This is an optimization exercise on Yosys and OpenROAD, whose aim is small area, a short achievable clock period and few clock cycles per item, not a production implementation. RTL that was checked went through simulation tests only; none was proved equivalent to the original. Only the layout flow was run in run 1; the RTL was not checked for function there. Power is estimated from default activity; no workload was simulated.

## flow/design.v (module list and top-level ports; edited modules follow where they fit)
// module gain_core_s1: 550 lines
// module gain_recode: 29 lines
// module gain_core_s2: 120 lines
// module gain_core: 12 lines
// module axis_gain_wrapper: 145 lines
module axis_gain_wrapper #(
    parameter integer C_S_AXI_DATA_WIDTH = 32,
    parameter integer C_S_AXI_ADDR_WIDTH = 4,
    parameter integer AUDIO_WIDTH        = 16,
    parameter integer GAIN_FBITS         = 12
)(
    input  wire aclk,
    input  wire aresetn,
    input  wire [31:0] s_axis_tdata,
    input  wire        s_axis_tlast,
    input  wire        s_axis_tvalid,
    output wire        s_axis_tready,
    output wire [31:0] m_axis_tdata,
    output wire        m_axis_tlast,
    output wire        m_axis_tvalid,
    input  wire        m_axis_tready,
    input  wire [C_S_AXI_ADDR_WIDTH-1:0] s_axi_awaddr,
    input  wire                          s_axi_awvalid,
    output wire                          s_axi_awready,
    input  wire [C_S_AXI_DATA_WIDTH-1:0] s_axi_wdata,
    input  wire [3:0]                    s_axi_wstrb,
    input  wire                          s_axi_wvalid,
    output wire                          s_axi_wready,
    output wire [1:0]                    s_axi_bresp,
    output reg                           s_axi_bvalid,
    input  wire                          s_axi_bready,
    input  wire [C_S_AXI_ADDR_WIDTH-1:0] s_axi_araddr,
    input  wire                          s_axi_arvalid,
    output wire                          s_axi_arready,
    output reg  [C_S_AXI_DATA_WIDTH-1:0] s_axi_rdata,
    output wire [1:0]                    s_axi_rresp,
    output reg                           s_axi_rvalid,
    input  wire                          s_axi_rready
);
  // ...
==> flow/flow/run.sh <==
#!/bin/bash
# Standard layout with these changes:
#  - the port buffers use the smallest buffer cell;
#  - m_axis_tready and s_axis_tready sit next to each other (flow/io.tcl);
#  - after the standard synthesis, flow/flip_fa.py removes inverters around
#    full adders and xor gates (a full adder is self-dual, so some adders
#    take the complements of their inputs instead; an xor2 absorbs an
#    inverted input or output by becoming an xnor2); registers are not
#    touched. The gate that drives s_axis_tready (and s_axi_arready) is
#    copied for the loads inside, so the port does not share their fanout.
# Each step's output goes to its own log file in this folder.
set -euo pipefail
export BUFFER_PORTS_ARGS="-buffer_cell sky130_fd_sc_hd__buf_1"
export IO_CONSTRAINTS="$PWD/flow/io.tcl"
RES=orfs/results/sky130hd/axis_gain_wrapper/base
bash standard.sh synth > synth_flow.log 2>&1
cp "$RES/1_2_yosys.v" synth_netlist_standard.v
python3 flow/flip_fa.py synth_netlist_standard.v "$RES/1_2_yosys.v" > flip_fa.log 2>&1
touch "$RES/1_2_yosys.v"
bash standard.sh > layout_flow.log 2>&1
==> flow/flow/flip_fa.py <==
#!/usr/bin/env python3
"""Post-synthesis clean-up of inverters around full adders and xor gates.

A full adder is self-dual: FA(~a, ~b, ~c) = (~sum, ~cout). An xor2 takes an
inverted input, or gives an inverted output, by becoming an xnor2 (and back).
Synthesis often leaves inverters between such cells. This script chooses a
set of full adders and xors to "flip" (a flipped adder takes the complements
of its inputs and its outputs carry the complements of the original values;
a flipped xor gives the complement of its original output) so that fewer
signals need an inverted copy, then rebuilds the inverters: one inverter per
signal that some input needs inverted. Registers and all other cells are left
as they are; the logic function of every register input and output port is
unchanged.

usage: flip_fa.py IN.v OUT.v
"""
import re, sys, collections

OUTP = {'X', 'Y', 'Q', 'Q_N', 'SUM', 'COUT', 'HI', 'LO'}

def is_inv(t):
    return re.match(r'sky130_fd_sc_hd__(inv|clkinv)_\d+$', t) is not None

def is_fa(t):
    return re.match(r'sky130_fd_sc_hd__fa_\d+$', t) is not None

XOR_SWAP = {}
for k in (1, 2, 4):
    XOR_SWAP[f'sky130_fd_sc_hd__xor2_{k}'] = f'sky130_fd_sc_hd__xnor2_{k}'
    XOR_SWAP[f'sky130_fd_sc_hd__xnor2_{k}'] = f'sky130_fd_sc_hd__xor2_{k}'

def is_xor(t):
    return t in XOR_SWAP

def norm(n):
    return n.strip()

def emit_net(n):
    return n + ' ' if n.startswith('\\') else n

def main():
    src, dst = sys.argv[1], sys.argv[2]
    text = open(src).read()
    cell_re = re.compile(r'^  (sky130_fd_sc_hd__\w+) (\S+)\s+\((.*?)\n  \);\n', re.S | re.M)
    cells = []
    first = None; last = None
    for m in cell_re.finditer(text):
        if first is None: first = m.start()
        last = m.end()
        pins = [(p, norm(n)) for p, n in re.findall(r'\.(\w+)\(([^()]*)\)', m.group(3))]
        cells.append([m.group(1), m.group(2), pins])
    head, tail = text[:first], text[last:]
    assert tail.strip().startswith('endmodule'), 'unexpected netlist layout'
    assert 'assign' not in head and 'assign' not in tail, 'assign statements not handled'
    # port bits
    ports = set()
    for kind, rng, names in re.findall(r'^\s*(input|output|inout)\s*(\[[^\]]*\])?\s*([^;]*);', head, re.M):
        for nm in names.split(','):
            nm = nm.strip()
            if rng:
                hi, lo = [int(x) for x in rng[1:-1].split(':')]
                for b in range(min(hi, lo), max(hi, lo) + 1):
                    ports.add(f'{nm}[{b}]')
            ports.add(nm)
    drv = {}
    for i, (t, nm, pins) in enumerate(cells):
        for p, n in pins:
            if p in OUTP:
                drv[n] = (i, p)
    removable = [is_inv(t) and dict(pins)['Y'] not in ports for t, nm, pins in cells]
    fa = [is_fa(t) for t, nm, pins in cells]
    xo = [is_xor(t) for t, nm, pins in cells]
    flex = [a or b for a, b in zip(fa, xo)]

    def root(n):
        par = 0
        while n in drv and removable[drv[n][0]]:
            n = dict(cells[drv[n][0]][2])['A']
            par ^= 1
        return n, par

    # consumer pins: (cell, pin index, root, parity)
    cons = collections.defaultdict(list)
    for i, (t, nm, pins) in enumerate(cells):
        if removable[i]: continue
        for k, (p, n) in enumerate(pins):
            if p in OUTP: continue
            r, q = root(n)
            cons[r].append((i, k, q))

    def rdrv(r):
        if r in drv and flex[drv[r][0]]:
            return drv[r][0]
        return None

    flip = [0] * len(cells)

    def need(r):
        d = rdrv(r)
        fd = flip[d] if d is not None else 0
        return any(q ^ fd ^ (flip[i] if fa[i] else 0) for i, k, q in cons[r] if not xo[i])

    touch = collections.defaultdict(set)
    for r, lst in cons.items():
        for i, k, q in lst:
            touch[i].add(r)
        d = rdrv(r)
        if d is not None:
            touch[d].add(r)
    before = sum(need(r) for r in cons)
    # greedy single flips, then a few rounds of random perturbation kept
    # only when they lower the count (deterministic seed)
    def descend(order):
        improved = True
        while improved:
            improved = False
            for i in order:
                rs = touch[i]
                b = sum(need(r) for r in rs)
                flip[i] ^= 1
                a = sum(need(r) for r in rs)
                if a < b:
                    improved = True
                else:
                    flip[i] ^= 1
    import random
    rng = random.Random(1)
    idx = [i for i in range(len(cells)) if flex[i]]
    descend(idx)
    best = sum(need(r) for r in cons)
    best_flip = list(flip)
    for it in range(600):
        for i in rng.sample(idx, max(1, len(idx) // 10)):
            flip[i] ^= 1
        order = list(idx)
        rng.shuffle(order)
        descend(order)
        cur = sum(need(r) for r in cons)
        if cur < best:
            best, best_flip = cur, list(flip)
        else:
            flip[:] = best_flip
    after = sum(need(r) for r in cons)

    # the outputs of flipped adders now carry complemented values: rename them
    ren = {}
    for i in range(len(cells)):
        if flip[i] and flex[i]:
            for k, (p, n) in enumerate(cells[i][2]):
                if p in OUTP:
                    assert n not in ports
                    ren[n] = f'_ff{len(ren)}_'
                    cells[i][2][k] = (p, ren[n])
    # rebuild
    invnet = {}
    newcells = []
    wires = []
    for r in sorted(cons):
        if need(r):
            n = f'_fi{len(invnet)}_'
            invnet[r] = n
            wires.append(f'  wire {n};\n')
            newcells.append(f'  sky130_fd_sc_hd__inv_1 _fic{len(newcells)}_ (\n    .A({emit_net(ren.get(r, r))}),\n    .Y({n})\n  );\n')
    xpar = [0] * len(cells)
    for r, lst in cons.items():
        d = rdrv(r)
        fd = flip[d] if d is not None else 0
        for i, k, q in lst:
            p, n = cells[i][2][k]
            if xo[i]:
                # an xor takes the signal as it is; its type absorbs the parity
                xpar[i] ^= q ^ fd
                cells[i][2][k] = (p, ren.get(r, r))
                continue
            par = q ^ fd ^ (flip[i] if fa[i] else 0)
            cells[i][2][k] = (p, invnet[r] if par else ren.get(r, r))
    nswap = 0
    for i in range(len(cells)):
        if xo[i] and (xpar[i] ^ flip[i]):
            new_t = XOR_SWAP[cells[i][0]]
            opin = 'Y' if 'xnor' in new_t else 'X'
            cells[i][0] = new_t
            cells[i][2] = [(opin if p in ('X', 'Y') else p, n) for p, n in cells[i][2]]
            nswap += 1

    # drop declarations of wires no cell uses any more (the removed inverters' outputs)
    used = set()
    for i, (t, nm, pins) in enumerate(cells):
        if removable[i]: continue
        for p, n in pins:
            used.add(n)
            used.add(re.sub(r'\[\d+\]$', '', n))
    def keep(line):
        m = re.match(r'^  wire (\S+) ?;$', line)
        if not m: return True
        return m.group(1) in used or m.group(1) in ports
    head = '\n'.join(l for l in head.split('\n') if keep(l))
    # an output port driven by a single-input/simple gate that also feeds
    # logic inside: give the inside loads their own copy of the gate, so the
    # port's path does not carry the inside fanout
    ndup = 0
    for i, (t, nm, pins) in enumerate(cells):
        if removable[i] or cells[i][0] in XOR_SWAP or fa[i]: continue
        if not re.match(r'sky130_fd_sc_hd__(inv|clkinv|nand2|nor2|or2|and2|buf|clkbuf)_\d+$', t): continue
        outs = [(k, n) for k, (p, n) in enumerate(pins) if p in OUTP]
        if len(outs) != 1: continue
        k, n = outs[0]
        if n not in ports: continue
        inside = [(j, kk) for j, (tt, nn, pp) in enumerate(cells) if not removable[j]
                  for kk, (p2, n2) in enumerate(pp) if p2 not in OUTP and n2 == n]
        if not inside: continue
        nn = f'_fd{ndup}_'
        ndup += 1
        wires.append(f'  wire {nn};\n')
        newpins = [(p, nn if kk == k else x) for kk, (p, x) in enumerate(pins)]
        body = ',\n'.join(f'    .{p}({emit_net(x)})' for p, x in newpins)
        newcells.append(f'  {t} _fdc{ndup}_ (\n{body}\n  );\n')
        for j, kk in inside:
            p2, n2 = cells[j][2][kk]
            cells[j][2][kk] = (p2, nn)
    sys.stderr.write(f'flip_fa: {ndup} output port drivers duplicated for inside loads\n')
    out = [head.rstrip('\n') + '\n']
    out.extend(wires)
    out.extend(f'  wire {n};\n' for n in ren.values())
    for i, (t, nm, pins) in enumerate(cells):
        if removable[i]: continue
        body = ',\n'.join(f'    .{p}({emit_net(n)})' for p, n in pins)
        out.append(f'  {t} {emit_net(nm)} (\n{body}\n  );\n')
    out.extend(newcells)
    out.append(tail)
    open(dst, 'w').write(''.join(out))
    nrem = sum(removable)
    sys.stderr.write(f'flip_fa: removed {nrem} inverters, added {len(newcells)}; '
                     f'flipped {sum(f for f, a in zip(flip, fa) if a)} of {sum(fa)} full adders and {sum(f for f, x in zip(flip, xo) if x)} of {sum(xo)} xors, {nswap} xor/xnor swaps '
                     f'(inverted signals {before} -> {after})\n')

main()
==> flow/flow/io.tcl <==
# Keep the two ready pins of the stream side by side: s_axis_tready is a
# combinational function of m_axis_tready (the only input-to-output path).
set_io_pin_constraint -group -order -pin_names {m_axis_tready s_axis_tready}
==> flow/standard.sh <==
#!/bin/bash
# synth_recipe.tcl (not shown) runs the flow's synth.tcl, then flattens the netlist and writes it again
# the make line also repeats each setting of config.mk as NAME=value (left out here)
make -C /OpenROAD-flow-scripts/flow DESIGN_CONFIG=/design/flow/config.mk WORK_HOME=/design/flow/orfs CLKGATE_MAP_FILE= SYNTH_SCRIPT=/design/flow/synth_recipe.tcl "${@:-finish}"
==> flow/config.mk <==
export PLATFORM = sky130hd
export DESIGN_NAME = axis_gain_wrapper
export DESIGN_NICKNAME = axis_gain_wrapper
export VERILOG_FILES = /design/flow/design.v
export SDC_FILE = /design/flow/constraint.sdc
export NUM_CORES = 4
export LEC_CHECK = 0
export ABC_AREA = 1
export CAP_MARGIN = 20
export CORE_MARGIN = 2
export CORE_UTILIZATION = 40
export CTS_BUF_LIST = sky130_fd_sc_hd__clkbuf_4 sky130_fd_sc_hd__clkbuf_8
export SETUP_SLACK_MARGIN = 4.35
export SLEW_MARGIN = 20
==> flow/constraint.sdc <==
create_clock -name core_clock -period 8.0 [get_ports {aclk}]
set_input_delay 1.6000 -clock core_clock [delete_from_list [all_inputs] [get_ports {aclk}]]
set_output_delay 1.6000 -clock core_clock [all_outputs]
set_load 0.01 [all_outputs]
==> run notes, run 1 <==
Outcome:
- The run finished with no timing, DRC or antenna violations.

Finish:
- The fraction of final cell area spent on non-clock buffers in this run is 0.0551.
- The commonest non-fill, non-tap cell in the layout is edfxtp_1.
- The count of cells in the finished layout, fillers not included, comes to just under 3000.
- The number of diodes added for antenna fixing is 1.
- The top cell types in the final layout, fill and taps aside, are 300 x edfxtp_1, 244 x nand2_1, 240 x o22ai_1.
- Measured on the finished design, the core utilization comes to 0.465.

Route:
- The wire length per cell after detailed routing is between 15 and 20 um.
- The count of vias placed by the detailed router is 15300.
- The aggregate routed wire length is around 52000 um.

Power and ir drop:
- Per report_power, the Sequential row totals roughly 2700 uW.
- Of the total power, combinational logic draws 0.507.

Global route:
- For met1 alone, demand over resource in global routing was 0.249.
- In this run the most used layer during global routing was met2.

Clock tree:
- The clock root buffer is clkbuf_8.
- Clock tree synthesis inserted a total of 53 buffers.
- TritonCTS built the clock tree.
- The number of instances resized during post-cts repair is 5.
- At the later pin of the worst-skew pair, clock insertion delay measures between 0.6 and 0.7 ns.

Worst setup path:
- Walking the worst path, the cells encountered are ha_1 -> a21oi_2 -> o21bai_4 -> fa_2 -> nand2_2 -> nand2_2 -> nand2_2 -> inv_2 -> nand2_4 -> nand2_4 -> nand2_4 -> nand2_4 -> nand3_2 -> nand2_2 -> fa_1 -> or3_4 -> o21ai_4 -> clkbuf_16 -> nand2_2.
- The critical path is of the flip-flop to flip-flop type.
- The worst path arrival time is between 4 and 5 ns.
- The number of cell instances on the worst register-to-register path is 19.

Flow run:
- The number of max-cap violations is 0.

Place:
- Input and output buffers added on the ports amount to 149.
- The sum of net half-perimeters after detailed placement is 36000 um.

Hold path:
- The number of cells on the worst hold path is 0.

STA:
- The final cycle utilization of the critical path is 0.455.
- Setup slack on the critical path of the routed design comes to around 4.4 ns.
- Summed over all failing endpoints, the final setup total negative slack is 0 ns.

Die:
- The core area is approximately 54000 um^2.
==> module gain_core_s1, before the edit <==
module gain_core_s1 (
    input  wire [15:0] d,
    input  wire [23:0] bg,      
    output wire [19:0] ra,
    output wire [19:0] rb,
    output wire [4:0]  cin      
);
    wire neg0 = bg[2];
    wire two0 = bg[1];
    wire one0 = bg[0];
    wire neg1 = bg[5];
    wire two1 = bg[4];
    wire one1 = bg[3];
    wire neg2 = bg[8];
    wire two2 = bg[7];
    wire one2 = bg[6];
    wire neg3 = bg[11];
    wire two3 = bg[10];
    wire one3 = bg[9];
    wire neg4 = bg[14];
    wire two4 = bg[13];
    wire one4 = bg[12];
    wire neg5 = bg[17];
    wire two5 = bg[16];
    wire one5 = bg[15];
    wire neg6 = bg[20];
    wire two6 = bg[19];
    wire one6 = bg[18];
    wire neg7 = bg[23];
    wire two7 = bg[22];
    wire one7 = bg[21];
    wire [16:0] dx = {d[15], d};
    wire pp0_0 = (one0 & dx[0]) ^ neg0;
    wire pp0_1 = ((one0 & dx[1]) | (two0 & dx[0])) ^ neg0;
    wire pp0_2 = ((one0 & dx[2]) | (two0 & dx[1])) ^ neg0;
    wire pp0_3 = ((one0 & dx[3]) | (two0 & dx[2])) ^ neg0;
    wire pp0_4 = ((one0 & dx[4]) | (two0 & dx[3])) ^ neg0;
    wire pp0_5 = ((one0 & dx[5]) | (two0 & dx[4])) ^ neg0;
    wire pp0_6 = ((one0 & dx[6]) | (two0 & dx[5])) ^ neg0;
    wire pp0_7 = ((one0 & dx[7]) | (two0 & dx[6])) ^ neg0;
    wire pp0_8 = ((one0 & dx[8]) | (two0 & dx[7])) ^ neg0;
    wire pp0_9 = ((one0 & dx[9]) | (two0 & dx[8])) ^ neg0;
    wire pp0_10 = ((one0 & dx[10]) | (two0 & dx[9])) ^ neg0;
    wire pp0_11 = ((one0 & dx[11]) | (two0 & dx[10])) ^ neg0;
    wire pp0_12 = ((one0 & dx[12]) | (two0 & dx[11])) ^ neg0;
    wire pp0_13 = ((one0 & dx[13]) | (two0 & dx[12])) ^ neg0;
    wire pp0_14 = ((one0 & dx[14]) | (two0 & dx[13])) ^ neg0;
    wire pp0_15 = ((one0 & dx[15]) | (two0 & dx[14])) ^ neg0;
    wire pp0_16 = ~(((one0 & dx[16]) | (two0 & dx[15])) ^ neg0);
    wire pp1_0 = (one1 & dx[0]) ^ neg1;
    wire pp1_1 = ((one1 & dx[1]) | (two1 & dx[0])) ^ neg1;
    wire pp1_2 = ((one1 & dx[2]) | (two1 & dx[1])) ^ neg1;
    wire pp1_3 = ((one1 & dx[3]) | (two1 & dx[2])) ^ neg1;
    wire pp1_4 = ((one1 & dx[4]) | (two1 & dx[3])) ^ neg1;
    wire pp1_5 = ((one1 & dx[5]) | (two1 & dx[4])) ^ neg1;
    wire pp1_6 = ((one1 & dx[6]) | (two1 & dx[5])) ^ neg1;
    wire pp1_7 = ((one1 & dx[7]) | (two1 & dx[6])) ^ neg1;
    wire pp1_8 = ((one1 & dx[8]) | (two1 & dx[7])) ^ neg1;
    wire pp1_9 = ((one1 & dx[9]) | (two1 & dx[8])) ^ neg1;
    wire pp1_10 = ((one1 & dx[10]) | (two1 & dx[9])) ^ neg1;
    wire pp1_11 = ((one1 & dx[11]) | (two1 & dx[10])) ^ neg1;
    wire pp1_12 = ((one1 & dx[12]) | (two1 & dx[11])) ^ neg1;
    wire pp1_13 = ((one1 & dx[13]) | (two1 & dx[12])) ^ neg1;
    wire pp1_14 = ((one1 & dx[14]) | (two1 & dx[13])) ^ neg1;
    wire pp1_15 = ((one1 & dx[15]) | (two1 & dx[14])) ^ neg1;
    wire pp1_16 = ~(((one1 & dx[16]) | (two1 & dx[15])) ^ neg1);
    wire pp2_0 = (one2 & dx[0]) ^ neg2;
    wire pp2_1 = ((one2 & dx[1]) | (two2 & dx[0])) ^ neg2;
    wire pp2_2 = ((one2 & dx[2]) | (two2 & dx[1])) ^ neg2;
    wire pp2_3 = ((one2 & dx[3]) | (two2 & dx[2])) ^ neg2;
    wire pp2_4 = ((one2 & dx[4]) | (two2 & dx[3])) ^ neg2;
    wire pp2_5 = ((one2 & dx[5]) | (two2 & dx[4])) ^ neg2;
    wire pp2_6 = ((one2 & dx[6]) | (two2 & dx[5])) ^ neg2;
    wire pp2_7 = ((one2 & dx[7]) | (two2 & dx[6])) ^ neg2;
    wire pp2_8 = ((one2 & dx[8]) | (two2 & dx[7])) ^ neg2;
    wire pp2_9 = ((one2 & dx[9]) | (two2 & dx[8])) ^ neg2;
    wire pp2_10 = ((one2 & dx[10]) | (two2 & dx[9])) ^ neg2;
    wire pp2_11 = ((one2 & dx[11]) | (two2 & dx[10])) ^ neg2;
    wire pp2_12 = ((one2 & dx[12]) | (two2 & dx[11])) ^ neg2;
    wire pp2_13 = ((one2 & dx[13]) | (two2 & dx[12])) ^ neg2;
    wire pp2_14 = ((one2 & dx[14]) | (two2 & dx[13])) ^ neg2;
    wire pp2_15 = ((one2 & dx[15]) | (two2 & dx[14])) ^ neg2;
    wire pp2_16 = ~(((one2 & dx[16]) | (two2 & dx[15])) ^ neg2);
    wire pp3_0 = (one3 & dx[0]) ^ neg3;
    wire pp3_1 = ((one3 & dx[1]) | (two3 & dx[0])) ^ neg3;
    wire pp3_2 = ((one3 & dx[2]) | (two3 & dx[1])) ^ neg3;
    wire pp3_3 = ((one3 & dx[3]) | (two3 & dx[2])) ^ neg3;
    wire pp3_4 = ((one3 & dx[4]) | (two3 & dx[3])) ^ neg3;
    wire pp3_5 = ((one3 & dx[5]) | (two3 & dx[4])) ^ neg3;
    wire pp3_6 = ((one3 & dx[6]) | (two3 & dx[5])) ^ neg3;
    wire pp3_7 = ((one3 & dx[7]) | (two3 & dx[6])) ^ neg3;
    wire pp3_8 = ((one3 & dx[8]) | (two3 & dx[7])) ^ neg3;
    wire pp3_9 = ((one3 & dx[9]) | (two3 & dx[8])) ^ neg3;
    wire pp3_10 = ((one3 & dx[10]) | (two3 & dx[9])) ^ neg3;
    wire pp3_11 = ((one3 & dx[11]) | (two3 & dx[10])) ^ neg3;
    wire pp3_12 = ((one3 & dx[12]) | (two3 & dx[11])) ^ neg3;
    wire pp3_13 = ((one3 & dx[13]) | (two3 & dx[12])) ^ neg3;
    wire pp3_14 = ((one3 & dx[14]) | (two3 & dx[13])) ^ neg3;
    wire pp3_15 = ((one3 & dx[15]) | (two3 & dx[14])) ^ neg3;
    wire pp3_16 = ~(((one3 & dx[16]) | (two3 & dx[15])) ^ neg3);
    wire pp4_0 = (one4 & dx[0]) ^ neg4;
    wire pp4_1 = ((one4 & dx[1]) | (two4 & dx[0])) ^ neg4;
    wire pp4_2 = ((one4 & dx[2]) | (two4 & dx[1])) ^ neg4;
    wire pp4_3 = ((one4 & dx[3]) | (two4 & dx[2])) ^ neg4;
    wire pp4_4 = ((one4 & dx[4]) | (two4 & dx[3])) ^ neg4;
    wire pp4_5 = ((one4 & dx[5]) | (two4 & dx[4])) ^ neg4;
    wire pp4_6 = ((one4 & dx[6]) | (two4 & dx[5])) ^ neg4;
    wire pp4_7 = ((one4 & dx[7]) | (two4 & dx[6])) ^ neg4;
    wire pp4_8 = ((one4 & dx[8]) | (two4 & dx[7])) ^ neg4;
    wire pp4_9 = ((one4 & dx[9]) | (two4 & dx[8])) ^ neg4;
    wire pp4_10 = ((one4 & dx[10]) | (two4 & dx[9])) ^ neg4;
    wire pp4_11 = ((one4 & dx[11]) | (two4 & dx[10])) ^ neg4;
    wire pp4_12 = ((one4 & dx[12]) | (two4 & dx[11])) ^ neg4;
    wire pp4_13 = ((one4 & dx[13]) | (two4 & dx[12])) ^ neg4;
    wire pp4_14 = ((one4 & dx[14]) | (two4 & dx[13])) ^ neg4;
    wire pp4_15 = ((one4 & dx[15]) | (two4 & dx[14])) ^ neg4;
    wire pp4_16 = ~(((one4 & dx[16]) | (two4 & dx[15])) ^ neg4);
    wire pp5_0 = (one5 & dx[0]) ^ neg5;
    wire pp5_1 = ((one5 & dx[1]) | (two5 & dx[0])) ^ neg5;
    wire pp5_2 = ((one5 & dx[2]) | (two5 & dx[1])) ^ neg5;
    wire pp5_3 = ((one5 & dx[3]) | (two5 & dx[2])) ^ neg5;
    wire pp5_4 = ((one5 & dx[4]) | (two5 & dx[3])) ^ neg5;
    wire pp5_5 = ((one5 & dx[5]) | (two5 & dx[4])) ^ neg5;
    wire pp5_6 = ((one5 & dx[6]) | (two5 & dx[5])) ^ neg5;
    wire pp5_7 = ((one5 & dx[7]) | (two5 & dx[6])) ^ neg5;
    wire pp5_8 = ((one5 & dx[8]) | (two5 & dx[7])) ^ neg5;
    wire pp5_9 = ((one5 & dx[9]) | (two5 & dx[8])) ^ neg5;
    wire pp5_10 = ((one5 & dx[10]) | (two5 & dx[9])) ^ neg5;
    wire pp5_11 = ((one5 & dx[11]) | (two5 & dx[10])) ^ neg5;
    wire pp5_12 = ((one5 & dx[12]) | (two5 & dx[11])) ^ neg5;
    wire pp5_13 = ((one5 & dx[13]) | (two5 & dx[12])) ^ neg5;
    wire pp5_14 = ((one5 & dx[14]) | (two5 & dx[13])) ^ neg5;
    wire pp5_15 = ((one5 & dx[15]) | (two5 & dx[14])) ^ neg5;
    wire pp5_16 = ~(((one5 & dx[16]) | (two5 & dx[15])) ^ neg5);
    wire pp6_0 = (one6 & dx[0]) ^ neg6;
    wire pp6_1 = ((one6 & dx[1]) | (two6 & dx[0])) ^ neg6;
    wire pp6_2 = ((one6 & dx[2]) | (two6 & dx[1])) ^ neg6;
    wire pp6_3 = ((one6 & dx[3]) | (two6 & dx[2])) ^ neg6;
    wire pp6_4 = ((one6 & dx[4]) | (two6 & dx[3])) ^ neg6;
    wire pp6_5 = ((one6 & dx[5]) | (two6 & dx[4])) ^ neg6;
    wire pp6_6 = ((one6 & dx[6]) | (two6 & dx[5])) ^ neg6;
    wire pp6_7 = ((one6 & dx[7]) | (two6 & dx[6])) ^ neg6;
    wire pp6_8 = ((one6 & dx[8]) | (two6 & dx[7])) ^ neg6;
    wire pp6_9 = ((one6 & dx[9]) | (two6 & dx[8])) ^ neg6;
    wire pp6_10 = ((one6 & dx[10]) | (two6 & dx[9])) ^ neg6;
    wire pp6_11 = ((one6 & dx[11]) | (two6 & dx[10])) ^ neg6;
    wire pp6_12 = ((one6 & dx[12]) | (two6 & dx[11])) ^ neg6;
    wire pp6_13 = ((one6 & dx[13]) | (two6 & dx[12])) ^ neg6;
    wire pp6_14 = ((one6 & dx[14]) | (two6 & dx[13])) ^ neg6;
    wire pp6_15 = ((one6 & dx[15]) | (two6 & dx[14])) ^ neg6;
    wire pp6_16 = ~(((one6 & dx[16]) | (two6 & dx[15])) ^ neg6);
    wire pp7_0 = (one7 & dx[0]) ^ neg7;
    wire pp7_1 = ((one7 & dx[1]) | (two7 & dx[0])) ^ neg7;
    wire pp7_2 = ((one7 & dx[2]) | (two7 & dx[1])) ^ neg7;
    wire pp7_3 = ((one7 & dx[3]) | (two7 & dx[2])) ^ neg7;
    wire pp7_4 = ((one7 & dx[4]) | (two7 & dx[3])) ^ neg7;
    wire pp7_5 = ((one7 & dx[5]) | (two7 & dx[4])) ^ neg7;
    wire pp7_6 = ((one7 & dx[6]) | (two7 & dx[5])) ^ neg7;
    wire pp7_7 = ((one7 & dx[7]) | (two7 & dx[6])) ^ neg7;
    wire pp7_8 = ((one7 & dx[8]) | (two7 & dx[7])) ^ neg7;
    wire pp7_9 = ((one7 & dx[9]) | (two7 & dx[8])) ^ neg7;
    wire pp7_10 = ((one7 & dx[10]) | (two7 & dx[9])) ^ neg7;
    wire pp7_11 = ((one7 & dx[11]) | (two7 & dx[10])) ^ neg7;
    wire pp7_12 = ((one7 & dx[12]) | (two7 & dx[11])) ^ neg7;
    wire pp7_13 = ((one7 & dx[13]) | (two7 & dx[12])) ^ neg7;
    wire pp7_14 = ((one7 & dx[14]) | (two7 & dx[13])) ^ neg7;
    wire pp7_15 = ((one7 & dx[15]) | (two7 & dx[14])) ^ neg7;
    wire pp7_16 = ~(((one7 & dx[16]) | (two7 & dx[15])) ^ neg7);
    wire s1, c2;
    assign s1 = pp0_10 ^ pp1_8;
    assign c2 = pp0_10 & pp1_8;
    wire s3, c4;
    assign s3 = pp0_11 ^ pp1_9 ^ pp2_7;
    assign c4 = (pp0_11 & pp1_9) | (pp2_7 & (pp0_11 ^ pp1_9));
    wire s5, c6;
    assign s5 = pp0_12 ^ pp1_10 ^ pp2_8;
    assign c6 = (pp0_12 & pp1_10) | (pp2_8 & (pp0_12 ^ pp1_10));
    wire s7, c8;
    assign s7 = pp3_6 ^ pp4_4;
    assign c8 = pp3_6 & pp4_4;
    wire s9, c10;
    assign s9 = pp0_13 ^ pp1_11 ^ pp2_9;
    assign c10 = (pp0_13 & pp1_11) | (pp2_9 & (pp0_13 ^ pp1_11));
    wire s11, c12;
    assign s11 = pp3_7 ^ pp4_5;
    assign c12 = pp3_7 & pp4_5;
    wire s13, c14;
    assign s13 = pp0_14 ^ pp1_12 ^ pp2_10;
    assign c14 = (pp0_14 & pp1_12) | (pp2_10 & (pp0_14 ^ pp1_12));
    wire s15, c16;
    assign s15 = pp3_8 ^ pp4_6 ^ pp5_4;
    assign c16 = (pp3_8 & pp4_6) | (pp5_4 & (pp3_8 ^ pp4_6));
    wire s17, c18;
    assign s17 = pp6_2 ^ pp7_0;
    assign c18 = pp6_2 & pp7_0;
    wire s19, c20;
    assign s19 = pp0_15 ^ pp1_13 ^ pp2_11;
    assign c20 = (pp0_15 & pp1_13) | (pp2_11 & (pp0_15 ^ pp1_13));
    wire s21, c22;
    assign s21 = pp3_9 ^ pp4_7 ^ pp5_5;
    assign c22 = (pp3_9 & pp4_7) | (pp5_5 & (pp3_9 ^ pp4_7));
    wire s23, c24;
    assign s23 = pp6_3 ^ pp7_1;
    assign c24 = pp6_3 & pp7_1;
    wire s25, c26;
    assign s25 = pp0_16 ^ pp1_14 ^ pp2_12;
    assign c26 = (pp0_16 & pp1_14) | (pp2_12 & (pp0_16 ^ pp1_14));
    wire s27, c28;
    assign s27 = pp3_10 ^ pp4_8 ^ pp5_6;
    assign c28 = (pp3_10 & pp4_8) | (pp5_6 & (pp3_10 ^ pp4_8));
    wire s29, c30;
    assign s29 = pp6_4 ^ pp7_2 ^ 1'b1;
    assign c30 = (pp6_4 & pp7_2) | (1'b1 & (pp6_4 ^ pp7_2));
    wire s31, c32;
    assign s31 = pp1_15 ^ pp2_13 ^ pp3_11;
    assign c32 = (pp1_15 & pp2_13) | (pp3_11 & (pp1_15 ^ pp2_13));
    wire s33, c34;
    assign s33 = pp4_9 ^ pp5_7 ^ pp6_5;
    assign c34 = (pp4_9 & pp5_7) | (pp6_5 & (pp4_9 ^ pp5_7));
    wire s35, c36;
    assign s35 = pp7_3 ^ 1'b1;
    assign c36 = pp7_3 & 1'b1;
    wire s37, c38;
    assign s37 = pp1_16 ^ pp2_14 ^ pp3_12;
    assign c38 = (pp1_16 & pp2_14) | (pp3_12 & (pp1_16 ^ pp2_14));
    wire s39, c40;
    assign s39 = pp4_10 ^ pp5_8 ^ pp6_6;
    assign c40 = (pp4_10 & pp5_8) | (pp6_6 & (pp4_10 ^ pp5_8));
    wire s41, c42;
    assign s41 = pp2_15 ^ pp3_13 ^ pp4_11;
    assign c42 = (pp2_15 & pp3_13) | (pp4_11 & (pp2_15 ^ pp3_13));
    wire s43, c44;
    assign s43 = pp5_9 ^ pp6_7;
    assign c44 = pp5_9 & pp6_7;
    wire s45, c46;
    assign s45 = pp2_16 ^ pp3_14 ^ pp4_12;
    assign c46 = (pp2_16 & pp3_14) | (pp4_12 & (pp2_16 ^ pp3_14));
    wire s47, c48;
    assign s47 = pp3_15 ^ pp4_13;
    assign c48 = pp3_15 & pp4_13;
    wire s49, c50;
    assign s49 = pp0_6 ^ pp1_4;
    assign c50 = pp0_6 & pp1_4;
    wire s51, c52;
    assign s51 = pp0_7 ^ pp1_5;
    assign c52 = pp0_7 & pp1_5;
    wire s53, c54;
    assign s53 = pp0_8 ^ pp1_6 ^ pp2_4;
    assign c54 = (pp0_8 & pp1_6) | (pp2_4 & (pp0_8 ^ pp1_6));
    wire s55, c56;
    assign s55 = pp3_2 ^ pp4_0;
    assign c56 = pp3_2 & pp4_0;
    wire s57, c58;
    assign s57 = pp0_9 ^ pp1_7 ^ pp2_5;
    assign c58 = (pp0_9 & pp1_7) | (pp2_5 & (pp0_9 ^ pp1_7));
    wire s59, c60;
    assign s59 = pp3_3 ^ pp4_1;
    assign c60 = pp3_3 & pp4_1;
    wire s61, c62;
    assign s61 = s1 ^ pp2_6 ^ pp3_4;
    assign c62 = (s1 & pp2_6) | (pp3_4 & (s1 ^ pp2_6));
    wire s63, c64;
    assign s63 = pp4_2 ^ pp5_0 ^ neg5;
    assign c64 = (pp4_2 & pp5_0) | (neg5 & (pp4_2 ^ pp5_0));
    wire s65, c66;
    assign s65 = c2 ^ s3 ^ pp3_5;
    assign c66 = (c2 & s3) | (pp3_5 & (c2 ^ s3));
    wire s67, c68;
    assign s67 = pp4_3 ^ pp5_1 ^ 1'b1;
    assign c68 = (pp4_3 & pp5_1) | (1'b1 & (pp4_3 ^ pp5_1));
    wire s69, c70;
    assign s69 = c4 ^ s5 ^ s7;
    assign c70 = (c4 & s5) | (s7 & (c4 ^ s5));
    wire s71, c72;
    assign s71 = pp5_2 ^ pp6_0 ^ neg6;
    assign c72 = (pp5_2 & pp6_0) | (neg6 & (pp5_2 ^ pp6_0));
    wire s73, c74;
    assign s73 = c6 ^ c8 ^ s9;
    assign c74 = (c6 & c8) | (s9 & (c6 ^ c8));
    wire s75, c76;
    assign s75 = s11 ^ pp5_3 ^ pp6_1;
    assign c76 = (s11 & pp5_3) | (pp6_1 & (s11 ^ pp5_3));
    wire s77, c78;
    assign s77 = c10 ^ c12 ^ s13;
    assign c78 = (c10 & c12) | (s13 & (c10 ^ c12));
    wire s79, c80;
    assign s79 = s15 ^ s17 ^ neg7;
    assign c80 = (s15 & s17) | (neg7 & (s15 ^ s17));
    wire s81, c82;
    assign s81 = c14 ^ c16 ^ c18;
    assign c82 = (c14 & c16) | (c18 & (c14 ^ c16));
    wire s83, c84;
    assign s83 = s19 ^ s21 ^ s23;
    assign c84 = (s19 & s21) | (s23 & (s19 ^ s21));
    wire s85, c86;
    assign s85 = c20 ^ c22 ^ c24;
    assign c86 = (c20 & c22) | (c24 & (c20 ^ c22));
    wire s87, c88;
    assign s87 = s25 ^ s27 ^ s29;
    assign c88 = (s25 & s27) | (s29 & (s25 ^ s27));
    wire s89, c90;
    assign s89 = c26 ^ c28 ^ c30;
    assign c90 = (c26 & c28) | (c30 & (c26 ^ c28));
    wire s91, c92;
    assign s91 = s31 ^ s33 ^ s35;
    assign c92 = (s31 & s33) | (s35 & (s31 ^ s33));
    wire s93, c94;
    assign s93 = c32 ^ c34 ^ c36;
    assign c94 = (c32 & c34) | (c36 & (c32 ^ c34));
    wire s95, c96;
    assign s95 = s37 ^ s39 ^ pp7_4;
    assign c96 = (s37 & s39) | (pp7_4 & (s37 ^ s39));
    wire s97, c98;
    assign s97 = c38 ^ c40 ^ s41;
    assign c98 = (c38 & c40) | (s41 & (c38 ^ c40));
    wire s99, c100;
    assign s99 = s43 ^ pp7_5 ^ 1'b1;
    assign c100 = (s43 & pp7_5) | (1'b1 & (s43 ^ pp7_5));
    wire s101, c102;
    assign s101 = c42 ^ c44 ^ s45;
    assign c102 = (c42 & c44) | (s45 & (c42 ^ c44));
    wire s103, c104;
    assign s103 = pp5_10 ^ pp6_8 ^ pp7_6;
    assign c104 = (pp5_10 & pp6_8) | (pp7_6 & (pp5_10 ^ pp6_8));
    wire s105, c106;
    assign s105 = c46 ^ s47 ^ pp5_11;
    assign c106 = (c46 & s47) | (pp5_11 & (c46 ^ s47));
    wire s107, c108;
    assign s107 = pp6_9 ^ pp7_7 ^ 1'b1;
    assign c108 = (pp6_9 & pp7_7) | (1'b1 & (pp6_9 ^ pp7_7));
    wire s109, c110;
    assign s109 = c48 ^ pp3_16 ^ pp4_14;
    assign c110 = (c48 & pp3_16) | (pp4_14 & (c48 ^ pp3_16));
    wire s111, c112;
    assign s111 = pp5_12 ^ pp6_10 ^ pp7_8;
    assign c112 = (pp5_12 & pp6_10) | (pp7_8 & (pp5_12 ^ pp6_10));
    wire s113, c114;
    assign s113 = pp4_15 ^ pp5_13 ^ pp6_11;
    assign c114 = (pp4_15 & pp5_13) | (pp6_11 & (pp4_15 ^ pp5_13));
    wire s115, c116;
    assign s115 = pp7_9 ^ 1'b1;
    assign c116 = pp7_9 & 1'b1;
    wire s117, c118;
    assign s117 = pp4_16 ^ pp5_14 ^ pp6_12;
    assign c118 = (pp4_16 & pp5_14) | (pp6_12 & (pp4_16 ^ pp5_14));
    wire s119, c120;
    assign s119 = pp5_15 ^ pp6_13;
    assign c120 = pp5_15 & pp6_13;
    wire s121, c122;
    assign s121 = pp0_4 ^ pp1_2;
    assign c122 = pp0_4 & pp1_2;
    wire s123, c124;
    assign s123 = pp0_5 ^ pp1_3;
    assign c124 = pp0_5 & pp1_3;
    wire s125, c126;
    assign s125 = s49 ^ pp2_2 ^ pp3_0;
    assign c126 = (s49 & pp2_2) | (pp3_0 & (s49 ^ pp2_2));
    wire s127, c128;
    assign s127 = c50 ^ s51 ^ pp2_3;
    assign c128 = (c50 & s51) | (pp2_3 & (c50 ^ s51));
    wire s129, c130;
    assign s129 = c52 ^ s53 ^ s55;
    assign c130 = (c52 & s53) | (s55 & (c52 ^ s53));
    wire s131, c132;
    assign s131 = c54 ^ c56 ^ s57;
    assign c132 = (c54 & c56) | (s57 & (c54 ^ c56));
    wire s133, c134;
    assign s133 = c58 ^ c60 ^ s61;
    assign c134 = (c58 & c60) | (s61 & (c58 ^ c60));
    wire s135, c136;
    assign s135 = c62 ^ c64 ^ s65;
    assign c136 = (c62 & c64) | (s65 & (c62 ^ c64));
    wire s137, c138;
    assign s137 = c66 ^ c68 ^ s69;
    assign c138 = (c66 & c68) | (s69 & (c66 ^ c68));
    wire s139, c140;
    assign s139 = c70 ^ c72 ^ s73;
    assign c140 = (c70 & c72) | (s73 & (c70 ^ c72));
    wire s141, c142;
    assign s141 = c74 ^ c76 ^ s77;
    assign c142 = (c74 & c76) | (s77 & (c74 ^ c76));
    wire s143, c144;
    assign s143 = c78 ^ c80 ^ s81;
    assign c144 = (c78 & c80) | (s81 & (c78 ^ c80));
    wire s145, c146;
    assign s145 = c82 ^ c84 ^ s85;
    assign c146 = (c82 & c84) | (s85 & (c82 ^ c84));
    wire s147, c148;
    assign s147 = c86 ^ c88 ^ s89;
    assign c148 = (c86 & c88) | (s89 & (c86 ^ c88));
    wire s149, c150;
    assign s149 = c90 ^ c92 ^ s93;
    assign c150 = (c90 & c92) | (s93 & (c90 ^ c92));
    wire s151, c152;
    assign s151 = c94 ^ c96 ^ s97;
    assign c152 = (c94 & c96) | (s97 & (c94 ^ c96));
    wire s153, c154;
    assign s153 = c98 ^ c100 ^ s101;
    assign c154 = (c98 & c100) | (s101 & (c98 ^ c100));
    wire s155, c156;
    assign s155 = c102 ^ c104 ^ s105;
    assign c156 = (c102 & c104) | (s105 & (c102 ^ c104));
    wire s157, c158;
    assign s157 = c106 ^ c108 ^ s109;
    assign c158 = (c106 & c108) | (s109 & (c106 ^ c108));
    wire s159, c160;
    assign s159 = c110 ^ c112 ^ s113;
    assign c160 = (c110 & c112) | (s113 & (c110 ^ c112));
    wire s161, c162;
    assign s161 = c114 ^ c116 ^ s117;
    assign c162 = (c114 & c116) | (s117 & (c114 ^ c116));
    wire s163, c164;
    assign s163 = c118 ^ s119 ^ pp7_11;
    assign c164 = (c118 & s119) | (pp7_11 & (c118 ^ s119));
    wire s165, c166;
    assign s165 = c120 ^ pp5_16 ^ pp6_14;
    assign c166 = (c120 & pp5_16) | (pp6_14 & (c120 ^ pp5_16));
    wire s167, c168;
    assign s167 = pp6_15 ^ pp7_13;
    assign c168 = pp6_15 & pp7_13;
    wire s169, c170;
    assign s169 = pp0_2 ^ pp1_0;
    assign c170 = pp0_2 & pp1_0;
    wire s171, c172;
    assign s171 = pp0_3 ^ pp1_1;
    assign c172 = pp0_3 & pp1_1;
    wire s173, c174;
    assign s173 = s121 ^ pp2_0 ^ neg2;
    assign c174 = (s121 & pp2_0) | (neg2 & (s121 ^ pp2_0));
    wire s175, c176;
    assign s175 = c122 ^ s123 ^ pp2_1;
    assign c176 = (c122 & s123) | (pp2_1 & (c122 ^ s123));
    wire s177, c178;
    assign s177 = c124 ^ s125 ^ neg3;
    assign c178 = (c124 & s125) | (neg3 & (c124 ^ s125));
    wire s179, c180;
    assign s179 = c126 ^ s127 ^ pp3_1;
    assign c180 = (c126 & s127) | (pp3_1 & (c126 ^ s127));
    wire s181, c182;
    assign s181 = c128 ^ s129 ^ neg4;
    assign c182 = (c128 & s129) | (neg4 & (c128 ^ s129));
    wire s183, c184;
    assign s183 = c130 ^ s131 ^ s59;
    assign c184 = (c130 & s131) | (s59 & (c130 ^ s131));
    wire s185, c186;
    assign s185 = c132 ^ s133 ^ s63;
    assign c186 = (c132 & s133) | (s63 & (c132 ^ s133));
    wire s187, c188;
    assign s187 = c134 ^ s135 ^ s67;
    assign c188 = (c134 & s135) | (s67 & (c134 ^ s135));
    wire s189, c190;
    assign s189 = c136 ^ s137 ^ s71;
    assign c190 = (c136 & s137) | (s71 & (c136 ^ s137));
    wire s191, c192;
    assign s191 = c138 ^ s139 ^ s75;
    assign c192 = (c138 & s139) | (s75 & (c138 ^ s139));
    wire s193, c194;
    assign s193 = c140 ^ s141 ^ s79;
    assign c194 = (c140 & s141) | (s79 & (c140 ^ s141));
    wire s195, c196;
    assign s195 = c142 ^ s143 ^ s83;
    assign c196 = (c142 & s143) | (s83 & (c142 ^ s143));
    wire s197, c198;
    assign s197 = c144 ^ s145 ^ s87;
    assign c198 = (c144 & s145) | (s87 & (c144 ^ s145));
    wire s199, c200;
    assign s199 = c146 ^ s147 ^ s91;
    assign c200 = (c146 & s147) | (s91 & (c146 ^ s147));
    wire s201, c202;
    assign s201 = c148 ^ s149 ^ s95;
    assign c202 = (c148 & s149) | (s95 & (c148 ^ s149));
    wire s203, c204;
    assign s203 = c150 ^ s151 ^ s99;
    assign c204 = (c150 & s151) | (s99 & (c150 ^ s151));
    wire s205, c206;
    assign s205 = c152 ^ s153 ^ s103;
    assign c206 = (c152 & s153) | (s103 & (c152 ^ s153));
    wire s207, c208;
    assign s207 = c154 ^ s155 ^ s107;
    assign c208 = (c154 & s155) | (s107 & (c154 ^ s155));
    wire s209, c210;
    assign s209 = c156 ^ s157 ^ s111;
    assign c210 = (c156 & s157) | (s111 & (c156 ^ s157));
    wire s211, c212;
    assign s211 = c158 ^ s159 ^ s115;
    assign c212 = (c158 & s159) | (s115 & (c158 ^ s159));
    wire s213, c214;
    assign s213 = c160 ^ s161 ^ pp7_10;
    assign c214 = (c160 & s161) | (pp7_10 & (c160 ^ s161));
    wire s215, c216;
    assign s215 = c162 ^ s163 ^ 1'b1;
    assign c216 = (c162 & s163) | (1'b1 & (c162 ^ s163));
    wire s217, c218;
    assign s217 = c164 ^ s165 ^ pp7_12;
    assign c218 = (c164 & s165) | (pp7_12 & (c164 ^ s165));
    wire s219, c220;
    assign s219 = c166 ^ s167 ^ 1'b1;
    assign c220 = (c166 & s167) | (1'b1 & (c166 ^ s167));
    wire s221, c222;
    assign s221 = c168 ^ pp6_16 ^ pp7_14;
    assign c222 = (c168 & pp6_16) | (pp7_14 & (c168 ^ pp6_16));
    wire s223, c224;
    assign s223 = pp7_15 ^ 1'b1;
    assign c224 = pp7_15 & 1'b1;
    wire [11:0] la = {c186, c184, c182, c180, c178, c176, c174, c172, c170, s169, pp0_1, pp0_0};
    wire [11:0] lb = {s187, s185, s183, s181, s179, s177, s175, s173, s171, neg1, 1'b0, neg0};
    wire lgi0 = la[0] & lb[0];
    wire lpi0 = la[0] ^ lb[0];
    wire lgi1 = la[1] & lb[1];
    wire lpi1 = la[1] ^ lb[1];
    wire lgi2 = la[2] & lb[2];
    wire lpi2 = la[2] ^ lb[2];
    wire lgi3 = la[3] & lb[3];
    wire lpi3 = la[3] ^ lb[3];
    wire lgi4 = la[4] & lb[4];
    wire lpi4 = la[4] ^ lb[4];
    wire lgi5 = la[5] & lb[5];
    wire lpi5 = la[5] ^ lb[5];
    wire lgi6 = la[6] & lb[6];
    wire lpi6 = la[6] ^ lb[6];
    wire lgi7 = la[7] & lb[7];
    wire lpi7 = la[7] ^ lb[7];
    wire lgi8 = la[8] & lb[8];
    wire lpi8 = la[8] ^ lb[8];
    wire lgi9 = la[9] & lb[9];
    wire lpi9 = la[9] ^ lb[9];
    wire qgu0_1 = lgi1 | (lpi1 & lgi0);
    wire qgu0_3 = lgi3 | (lpi3 & lgi2);
    wire qpu0_3 = lpi3 & lpi2;
    wire qgu0_5 = lgi5 | (lpi5 & lgi4);
    wire qpu0_5 = lpi5 & lpi4;
    wire qgu0_7 = lgi7 | (lpi7 & lgi6);
    wire qpu0_7 = lpi7 & lpi6;
    wire qgu0_9 = lgi9 | (lpi9 & lgi8);
    wire qpu0_9 = lpi9 & lpi8;
    wire qgu1_3 = qgu0_3 | (qpu0_3 & qgu0_1);
    wire qgu1_7 = qgu0_7 | (qpu0_7 & qgu0_5);
    wire qpu1_7 = qpu0_7 & qpu0_5;
    wire qgu2_7 = qgu1_7 | (qpu1_7 & qgu1_3);
    wire qgd6_5 = qgu0_5 | (qpu0_5 & qgu1_3);
    wire qgd6_9 = qgu0_9 | (qpu0_9 & qgu2_7);
    wire qgd7_2 = lgi2 | (lpi2 & qgu0_1);
    wire qgd7_4 = lgi4 | (lpi4 & qgu1_3);
    wire qgd7_6 = lgi6 | (lpi6 & qgd6_5);
    wire qgd7_8 = lgi8 | (lpi8 & qgu2_7);
    assign cin[0] = qgd6_9;
    assign cin[4:1] = {lb[11:10], la[11:10]};
    assign ra = {1'b1, c224, c222, c220, c218, c216, c214, c212, c210, c208, c206, c204, c202, c200, c198, c196, c194, c192, c190, c188};
    assign rb = {1'b0, pp7_16, s223, s221, s219, s217, s215, s213, s211, s209, s207, s205, s203, s201, s199, s197, s195, s193, s191, s189};
endmodule
==> module gain_core_s2, before the edit <==
module gain_core_s2 (
    input  wire [19:0] ra,
    input  wire [19:0] rb,
    input  wire [4:0]  cin,
    output wire [15:0] data_o
);
    wire [2:0] lsum = {1'b0, cin[4:3]} + {1'b0, cin[2:1]} + {2'd0, cin[0]};
    wire c = lsum[2];
    wire g0 = ra[0] & rb[0];
    wire p0 = ra[0] ^ rb[0];
    wire g1 = ra[1] & rb[1];
    wire p1 = ra[1] ^ rb[1];
    wire g2 = ra[2] & rb[2];
    wire p2 = ra[2] ^ rb[2];
    wire g3 = ra[3] & rb[3];
    wire p3 = ra[3] ^ rb[3];
    wire g4 = ra[4] & rb[4];
    wire p4 = ra[4] ^ rb[4];
    wire g5 = ra[5] & rb[5];
    wire p5 = ra[5] ^ rb[5];
    wire g6 = ra[6] & rb[6];
    wire p6 = ra[6] ^ rb[6];
    wire g7 = ra[7] & rb[7];
    wire p7 = ra[7] ^ rb[7];
    wire g8 = ra[8] & rb[8];
    wire p8 = ra[8] ^ rb[8];
    wire g9 = ra[9] & rb[9];
    wire p9 = ra[9] ^ rb[9];
    wire g10 = ra[10] & rb[10];
    wire p10 = ra[10] ^ rb[10];
    wire g11 = ra[11] & rb[11];
    wire p11 = ra[11] ^ rb[11];
    wire g12 = ra[12] & rb[12];
    wire p12 = ra[12] ^ rb[12];
    wire g13 = ra[13] & rb[13];
    wire p13 = ra[13] ^ rb[13];
    wire g14 = ra[14] & rb[14];
    wire p14 = ra[14] ^ rb[14];
    wire g15 = ra[15] & rb[15];
    wire p15 = ra[15] ^ rb[15];
    wire g16 = ra[16] & rb[16];
    wire p16 = ra[16] ^ rb[16];
    wire g17 = ra[17] & rb[17];
    wire p17 = ra[17] ^ rb[17];
    wire g18 = ra[18] & rb[18];
    wire p18 = ra[18] ^ rb[18];
    wire g19 = ra[19] & rb[19];
    wire p19 = ra[19] ^ rb[19];
    wire kgu0_1 = g0 | (p0 & c);
    wire kgu0_3 = g2 | (p2 & g1);
    wire kpu0_3 = p2 & p1;
    wire kgu0_5 = g4 | (p4 & g3);
    wire kpu0_5 = p4 & p3;
    wire kgu0_7 = g6 | (p6 & g5);
    wire kpu0_7 = p6 & p5;
    wire kgu0_9 = g8 | (p8 & g7);
    wire kpu0_9 = p8 & p7;
    wire kgu0_11 = g10 | (p10 & g9);
    wire kpu0_11 = p10 & p9;
    wire kgu0_13 = g12 | (p12 & g11);
    wire kpu0_13 = p12 & p11;
    wire kgu0_15 = g14 | (p14 & g13);
    wire kpu0_15 = p14 & p13;
    wire kgu0_17 = g16 | (p16 & g15);
    wire kpu0_17 = p16 & p15;
    wire kgu0_19 = g18 | (p18 & g17);
    wire kpu0_19 = p18 & p17;
    wire kgu1_3 = kgu0_3 | (kpu0_3 & kgu0_1);
    wire kgu1_7 = kgu0_7 | (kpu0_7 & kgu0_5);
    wire kpu1_7 = kpu0_7 & kpu0_5;
    wire kgu1_11 = kgu0_11 | (kpu0_11 & kgu0_9);
    wire kpu1_11 = kpu0_11 & kpu0_9;
    wire kgu1_15 = kgu0_15 | (kpu0_15 & kgu0_13);
    wire kpu1_15 = kpu0_15 & kpu0_13;
    wire kgu1_19 = kgu0_19 | (kpu0_19 & kgu0_17);
    wire kpu1_19 = kpu0_19 & kpu0_17;
    wire kgu2_7 = kgu1_7 | (kpu1_7 & kgu1_3);
    wire kgu2_15 = kgu1_15 | (kpu1_15 & kgu1_11);
    wire kpu2_15 = kpu1_15 & kpu1_11;
    wire kgu3_15 = kgu2_15 | (kpu2_15 & kgu2_7);
    wire kgd7_11 = kgu1_11 | (kpu1_11 & kgu2_7);
    wire kgd7_19 = kgu1_19 | (kpu1_19 & kgu3_15);
    wire kgd8_5 = kgu0_5 | (kpu0_5 & kgu1_3);
    wire kgd8_9 = kgu0_9 | (kpu0_9 & kgu2_7);
    wire kgd8_13 = kgu0_13 | (kpu0_13 & kgd7_11);
    wire kgd8_17 = kgu0_17 | (kpu0_17 & kgu3_15);
    wire kgd9_2 = g1 | (p1 & kgu0_1);
    wire kgd9_4 = g3 | (p3 & kgu1_3);
    wire kgd9_6 = g5 | (p5 & kgd8_5);
    wire kgd9_8 = g7 | (p7 & kgu2_7);
    wire kgd9_10 = g9 | (p9 & kgd8_9);
    wire kgd9_12 = g11 | (p11 & kgd7_11);
    wire kgd9_14 = g13 | (p13 & kgd8_13);
    wire kgd9_16 = g15 | (p15 & kgu3_15);
    wire kgd9_18 = g17 | (p17 & kgd8_17);
    wire kgd9_20 = g19 | (p19 & kgd7_19);
    wire [19:0] r;
    assign r[0] = p0 ^ c;
    assign r[1] = p1 ^ kgu0_1;
    assign r[2] = p2 ^ kgd9_2;
    assign r[3] = p3 ^ kgu1_3;
    assign r[4] = p4 ^ kgd9_4;
    assign r[5] = p5 ^ kgd8_5;
    assign r[6] = p6 ^ kgd9_6;
    assign r[7] = p7 ^ kgu2_7;
    assign r[8] = p8 ^ kgd9_8;
    assign r[9] = p9 ^ kgd8_9;
    assign r[10] = p10 ^ kgd9_10;
    assign r[11] = p11 ^ kgd7_11;
    assign r[12] = p12 ^ kgd9_12;
    assign r[13] = p13 ^ kgd8_13;
    assign r[14] = p14 ^ kgd9_14;
    assign r[15] = p15 ^ kgu3_15;
    assign r[16] = p16 ^ kgd9_16;
    assign r[17] = p17 ^ kgd8_17;
    assign r[18] = p18 ^ kgd9_18;
    assign r[19] = p19 ^ kgd7_19;
    wire ovf = ~(&r[19:15] | ~|r[19:15]);
    assign data_o = ovf ? {r[19], {15{~r[19]}}} : r[15:0];
endmodule
==> module gain_core, before the edit <==
module gain_core (
    input  wire [15:0] data_i,
    input  wire [15:0] gain_i,
    output wire [15:0] data_o
);
    wire [19:0] ra, rb;
    wire [4:0] cin;
    wire [23:0] bg;
    gain_recode  u_rc (.g(gain_i), .bg(bg));
    gain_core_s1 u_s1 (.d(data_i), .bg(bg), .ra(ra), .rb(rb), .cin(cin));
    gain_core_s2 u_s2 (.ra(ra), .rb(rb), .cin(cin), .data_o(data_o));
endmodule
==> run 2, diff against run 1 <==
--- a/flow/design.v
+++ b/flow/design.v
@@ -3,7 +3,7 @@
     input  wire [15:0] d,
     input  wire [23:0] bg,      
-    output wire [19:0] ra,
-    output wire [19:0] rb,
-    output wire [4:0]  cin      
+    output wire [21:0] ra,
+    output wire [21:0] rb,
+    output wire        cin      
 );
     wire neg0 = bg[2];
@@ -504,6 +504,6 @@
     assign s223 = pp7_15 ^ 1'b1;
     assign c224 = pp7_15 & 1'b1;
-    wire [11:0] la = {c186, c184, c182, c180, c178, c176, c174, c172, c170, s169, pp0_1, pp0_0};
-    wire [11:0] lb = {s187, s185, s183, s181, s179, s177, s175, s173, s171, neg1, 1'b0, neg0};
+    wire [9:0] la = {c182, c180, c178, c176, c174, c172, c170, s169, pp0_1, pp0_0};
+    wire [9:0] lb = {s183, s181, s179, s177, s175, s173, s171, neg1, 1'b0, neg0};
     wire lgi0 = la[0] & lb[0];
     wire lpi0 = la[0] ^ lb[0];
@@ -545,8 +545,7 @@
     wire qgd7_6 = lgi6 | (lpi6 & qgd6_5);
     wire qgd7_8 = lgi8 | (lpi8 & qgu2_7);
-    assign cin[0] = qgd6_9;
-    assign cin[4:1] = {lb[11:10], la[11:10]};
-    assign ra = {1'b1, c224, c222, c220, c218, c216, c214, c212, c210, c208, c206, c204, c202, c200, c198, c196, c194, c192, c190, c188};
-    assign rb = {1'b0, pp7_16, s223, s221, s219, s217, s215, s213, s211, s209, s207, s205, s203, s201, s199, s197, s195, s193, s191, s189};
+    assign cin = qgd6_9;
+    assign ra = {1'b1, c224, c222, c220, c218, c216, c214, c212, c210, c208, c206, c204, c202, c200, c198, c196, c194, c192, c190, c188, c186, c184};
+    assign rb = {1'b0, pp7_16, s223, s221, s219, s217, s215, s213, s211, s209, s207, s205, s203, s201, s199, s197, s195, s193, s191, s189, s187, s185};
 endmodule
 module gain_recode (
@@ -580,11 +579,10 @@
 endmodule
 module gain_core_s2 (
-    input  wire [19:0] ra,
-    input  wire [19:0] rb,
-    input  wire [4:0]  cin,
+    input  wire [21:0] ra,
+    input  wire [21:0] rb,
+    input  wire        cin,
     output wire [15:0] data_o
 );
-    wire [2:0] lsum = {1'b0, cin[4:3]} + {1'b0, cin[2:1]} + {2'd0, cin[0]};
-    wire c = lsum[2];
+    wire c = cin;
     wire g0 = ra[0] & rb[0];
     wire p0 = ra[0] ^ rb[0];
@@ -627,4 +625,8 @@
     wire g19 = ra[19] & rb[19];
     wire p19 = ra[19] ^ rb[19];
+    wire g20 = ra[20] & rb[20];
+    wire p20 = ra[20] ^ rb[20];
+    wire g21 = ra[21] & rb[21];
+    wire p21 = ra[21] ^ rb[21];
     wire kgu0_1 = g0 | (p0 & c);
     wire kgu0_3 = g2 | (p2 & g1);
@@ -646,4 +648,6 @@
     wire kgu0_19 = g18 | (p18 & g17);
     wire kpu0_19 = p18 & p17;
+    wire kgu0_21 = g20 | (p20 & g19);
+    wire kpu0_21 = p20 & p19;
     wire kgu1_3 = kgu0_3 | (kpu0_3 & kgu0_1);
     wire kgu1_7 = kgu0_7 | (kpu0_7 & kgu0_5);
@@ -665,4 +669,5 @@
     wire kgd8_13 = kgu0_13 | (kpu0_13 & kgd7_11);
     wire kgd8_17 = kgu0_17 | (kpu0_17 & kgu3_15);
+    wire kgd8_21 = kgu0_21 | (kpu0_21 & kgd7_19);
     wire kgd9_2 = g1 | (p1 & kgu0_1);
     wire kgd9_4 = g3 | (p3 & kgu1_3);
@@ -675,5 +680,6 @@
     wire kgd9_18 = g17 | (p17 & kgd8_17);
     wire kgd9_20 = g19 | (p19 & kgd7_19);
-    wire [19:0] r;
+    wire kgd9_22 = g21 | (p21 & kgd8_21);
+    wire [21:0] r;
     assign r[0] = p0 ^ c;
     assign r[1] = p1 ^ kgu0_1;
@@ -696,6 +702,8 @@
     assign r[18] = p18 ^ kgd9_18;
     assign r[19] = p19 ^ kgd7_19;
-    wire ovf = ~(&r[19:15] | ~|r[19:15]);
-    assign data_o = ovf ? {r[19], {15{~r[19]}}} : r[15:0];
+    assign r[20] = p20 ^ kgd9_20;
+    assign r[21] = p21 ^ kgd8_21;
+    wire ovf = ~(&r[21:17] | ~|r[21:17]);
+    assign data_o = ovf ? {r[21], {15{~r[21]}}} : r[17:2];
 endmodule
 module gain_core (
@@ -704,6 +712,6 @@
     output wire [15:0] data_o
 );
-    wire [19:0] ra, rb;
-    wire [4:0] cin;
+    wire [21:0] ra, rb;
+    wire cin;
     wire [23:0] bg;
     gain_recode  u_rc (.g(gain_i), .bg(bg));
@@ -807,6 +815,6 @@
     reg [23:0] b0l, b0r;              
     reg        v1, l1;
-    reg [19:0] ral, rbl, rar, rbr;    
-    reg [4:0]  cil, cir;      
+    reg [21:0] ral, rbl, rar, rbr;    
+    reg        cil, cir;      
     reg        v2, l2;
     reg [31:0] o2;
@@ -821,6 +829,6 @@
     gain_recode u_rc_l (.g(gl), .bg(bgl));
     gain_recode u_rc_r (.g(gr), .bg(bgr));
-    wire [19:0] ral_d, rbl_d, rar_d, rbr_d;
-    wire [4:0]  cil_d, cir_d;
+    wire [21:0] ral_d, rbl_d, rar_d, rbr_d;
+    wire        cil_d, cir_d;
     wire [15:0] ol_d, or_d;
     gain_core_s1 u_s1_l (.d(d0[15:0]),  .bg(b0l), .ra(ral_d), .rb(rbl_d), .cin(cil_d));
--- a/flow/config.mk
+++ b/flow/config.mk
@@ -11,4 +11,4 @@
 export CORE_UTILIZATION = 40
 export CTS_BUF_LIST = sky130_fd_sc_hd__clkbuf_4 sky130_fd_sc_hd__clkbuf_8
-export SETUP_SLACK_MARGIN = 4.35
+export SETUP_SLACK_MARGIN = 4.5
 export SLEW_MARGIN = 20
==> run 2 against run 1 <==
  * Largest cell class unchanged
  * Global-route usage is 0.53 points lower
  * Highest routed layer unchanged
  * Sequential power hardly changed
  * Critical path depth is 15 lower
==> run notes, run 2 <==
Place:
- The global placement routability congestion is 0.839.
- Counting tap cells, the placed design contains a total of around 2700 instances.
- The sum of net half-perimeters after detailed placement is 35300 um (-1.8%).
- The quantity of I/O buffers inserted on ports is 149 (unchanged).

Worst setup path:
- The critical path capture point type is a primary output.
- The worst path arrival time came to 1.94 ns (-2.11 ns).
- The critical path in this run is classified as primary input to primary output.
- The critical path data required time is approximately 6.4 ns.
- The slack of the worst reg-to-reg path is about 4.5 ns.
- The sort of element at the start of the critical path is a primary input.
- In this run the worst path has a maximum fanout of 2.
- The number of cell instances on the worst register-to-register path came to 8 (-11).

Global route:
- The number of antenna violations at the first check in global routing was 3.
- Across every metal layer, demand over resource in global routing totals 0.176.
- The wire length of the first global-routing pass is approximately 80000 um.
- The pin count of the biggest net entering global routing is about 150.
- The overall overflow remaining after global route is 0.
- The number of global-route vias before repair is about 15000.

Die:
- The site row count is 85.
- The total die area is between 50000 and 60000 um^2.
- The initial utilization of the core area, before any placement, comes to 0.406.
- The core area is 54000 um^2 (unchanged).
- The number of top-level design ports is about 160.
- The height of the die is 238 um.
- The horizontal die dimension is roughly 240 um.

Finish:
- The commonest non-fill, non-tap cell in the layout is edfxtp_1.
- In the final layout, the share of cells above drive strength 1 is 0.178.
- The flip-flop and latch area is ~9100 um^2.
- Summing all multi-input logic gate instances after layout gives 11600 um^2.
- The number of nets in the finished design is between 2000 and 3000.
- From synthesis to final layout, the design area changed by 19.1%.
- The non-filler instance count after layout was 2996 (+3.6%).
- The total of fill cells in the finished design is about 4800.
- In the layout the commonest cells are 300 x edfxtp_1, 271 x nand2_1, 257 x xor2_1.

Route:
- In this run, the number of DRC markers left after iteration 0 of detailed routing was approximately 1100.
- Once detail routing completed, the nets flagged for antenna violations numbered 0.
- The count of vias placed by the detailed router is 15600 (+2.2%).
- The wire length per cell after detailed routing is 17.4 um (-3.5%).
- The aggregate routed wire length is 52200 um (about the same).
- After detailed routing, the number of remaining DRC violations is 0.
- The via-per-instance ratio is about 5.2.
- The total iterations of the first detailed-routing run is 7.

STA:
- The final-layout setup total negative slack is 0 ns (unchanged).
- The post-route minimum period is about 3.5 ns.
- The final cycle utilization of the critical path is 0.443 (-0.0120).
- Setup repair after global routing could not meet its margin everywhere.
- Measured against its own limit, the worst slew margin works out to 0.332.
- Hold timing on the final database bottoms out at a slack of about 0.44 ns.
- The number of max-slew violations in the final report is 0.
- Setup violations remaining at the end of the flow were counted as 0.
- The total count of hold-check failures in the final report came to 0.
- Based on the critical path, the design can be clocked at up to approximately 0.28 GHz.
- Clock skew on the completed layout was measured at 0.0170 ns.
- The slew at the pin closest to its max-slew limit is 1.00 ns.

Hold path:
- The type of the worst min-delay path is flip-flop to flip-flop.
- The number of cells on the worst hold path is 0 (unchanged).

Clock tree:
- The maximum root-to-sink buffer count is 3.
- TritonCTS built the clock tree.
- After clock tree synthesis, the clock-pin slew on the worst setup and hold paths is about 0.070 ns.
- The clock root buffer is clkbuf_8.
- The H-tree generated during clock tree synthesis spans 2 levels.
- The number of sinks handled by clock tree synthesis is approximately 310.
- The number of buffers added by the clock tree synthesis step is 53 (unchanged).
- The later-pin clock latency in the skew report is 0.63 ns (-0.02 ns).

Outcome:
- The flow ran to the end and the layout has no timing, DRC or antenna violations.

Power and ir drop:
- The combinational share of power was 0.512 (+0.005).
- The maximum vdd drop is 0.159 mV.
- The switching fraction of total power is 0.393.
- The leakage component of the power is 0.0115 uW.
- The power per cell area is 324 nW/um^2.
- In this run the power spent charging and discharging nets is between 3000 and 4000 uW.
- The clock network fraction of total power is 0.171.
- The internal power of the cells totals about 5100 uW.
- The power share of the sequential group is 0.317.

Synthesis:
- For this run, the number of Yosys warnings is 1.
- In the synthesized netlist, the number of instances is 1960.
- The mean instance size in the synthesized netlist is about 11 um^2.
- The area of the mapped netlist is 21900 um^2.

Flow run:
- The number of max-cap violations was 0 (unchanged).
==> run 2: area by class of cell <==
class                      count  area share
sequential                   306       0.350
tap                          696      0.0334
timing repair buffer         337      0.0905
clock buffer                  61      0.0312
multi-input combinational   1339       0.446
inverter                     211      0.0377
clock inverter                38      0.0103
timing repair inverter         7     0.00173
antenna                        1   0.0000958
==> run 2: critical path, stage by stage <==
cell	delay [ns]
buf_6	0.10
nor2_4	0.08
inv_1	0.04
buf_2	0.13
==> run 2: worst paths after layout <==
check	start	endpoint
worst max-delay path	m_axis_tready	s_axis_tready
worst min-delay path	l0	l1
worst max register to register	b0r[12]	rbr[10]
worst min register to register	l0	l1
==> run 2: metal layers <==
metal | vias to the layer above | wire (um) | global-route usage
met3 | 99 | 4320 | 0.0399
met4 | 4 | 1280 | 0.0587
li1 | 7324 | - | -
met2 | 652 | 23900 | 0.274
met5 | - | 27 | 0
met1 | 7532 | 22700 | 0.243
==> run 2: power groups by stage <==
stage | logic [uW] | registers, uW | clock network [uW]
finish | 4330 | 2690 | 1450
global route | 5000 | 2730 | 1560
CTS | 4240 | 2700 | 1500
detailed placement | 4170 | 2760 | 0
global placement | 4040 | 2750 | 0
floorplan | 3170 | 2700 | 0
==> run 2: what timing repair did <==
| action | in CTS | in global routing |
|---|---|---|
| gates resized for setup | 14 | 57 |
| pin swaps | 1 | 20 |
| buffers inserted | 28 | 150 |
| gates cloned | 0 | 7 |
| hold buffers | 0 | 0 |
| endpoints found under the setup margin | 40 | 57 |
==> run 2: through the flow <==
stage,utilization,setup WS (ns),total power (uW),cell area [um^2]
floorplan,-,2.86,5870,22000
global placement,0.426,4.22,6790,23000
CTS,0.453,4.43,8450,24500
global route,0.483,4.42,9290,26100
finish,0.483,4.46,8470,26100
detailed placement,0.426,4.11,6930,23000
Testbench counts of run 2, summed over its fixed seeds: cycles 16,480, samples 16,384.

## static timing again, ports no longer ideal
No port has a modelled driver above. Below, the same layouts with a new extraction and two added sets of constraints. Step 1, drivers: a clkbuf_16 drives aclk and a buf_2 each remaining input, both assumed. Step 2, shift: input delay + t, output delay - t, t = (earliest + latest rising clock arrival at the registers) / 2. This alone moves slack from input paths to output paths. Slacks: no drivers / after step 1 / after step 2; pairs: no drivers / after step 1.
| run | shift t [ns] | setup slack, ns | worst setup path at the end | worst register clock-pin slew, ns | worst slew at a driven data input, ns |
|---|---|---|---|---|---|
| run 1 | 0.692 | 4.361 / 4.361 / 4.361 | register to register | 0.07 / 0.07 | 0.08 |
| run 2 | 0.681 | 4.457 / 4.419 / 4.419 | input to output | 0.07 / 0.07 | 0.08 |
After both steps setup and hold are still met in every run listed. The setup slack of run 2, which loses most, moves by -0.038 ns with the drivers and by -0.038 ns with both steps.
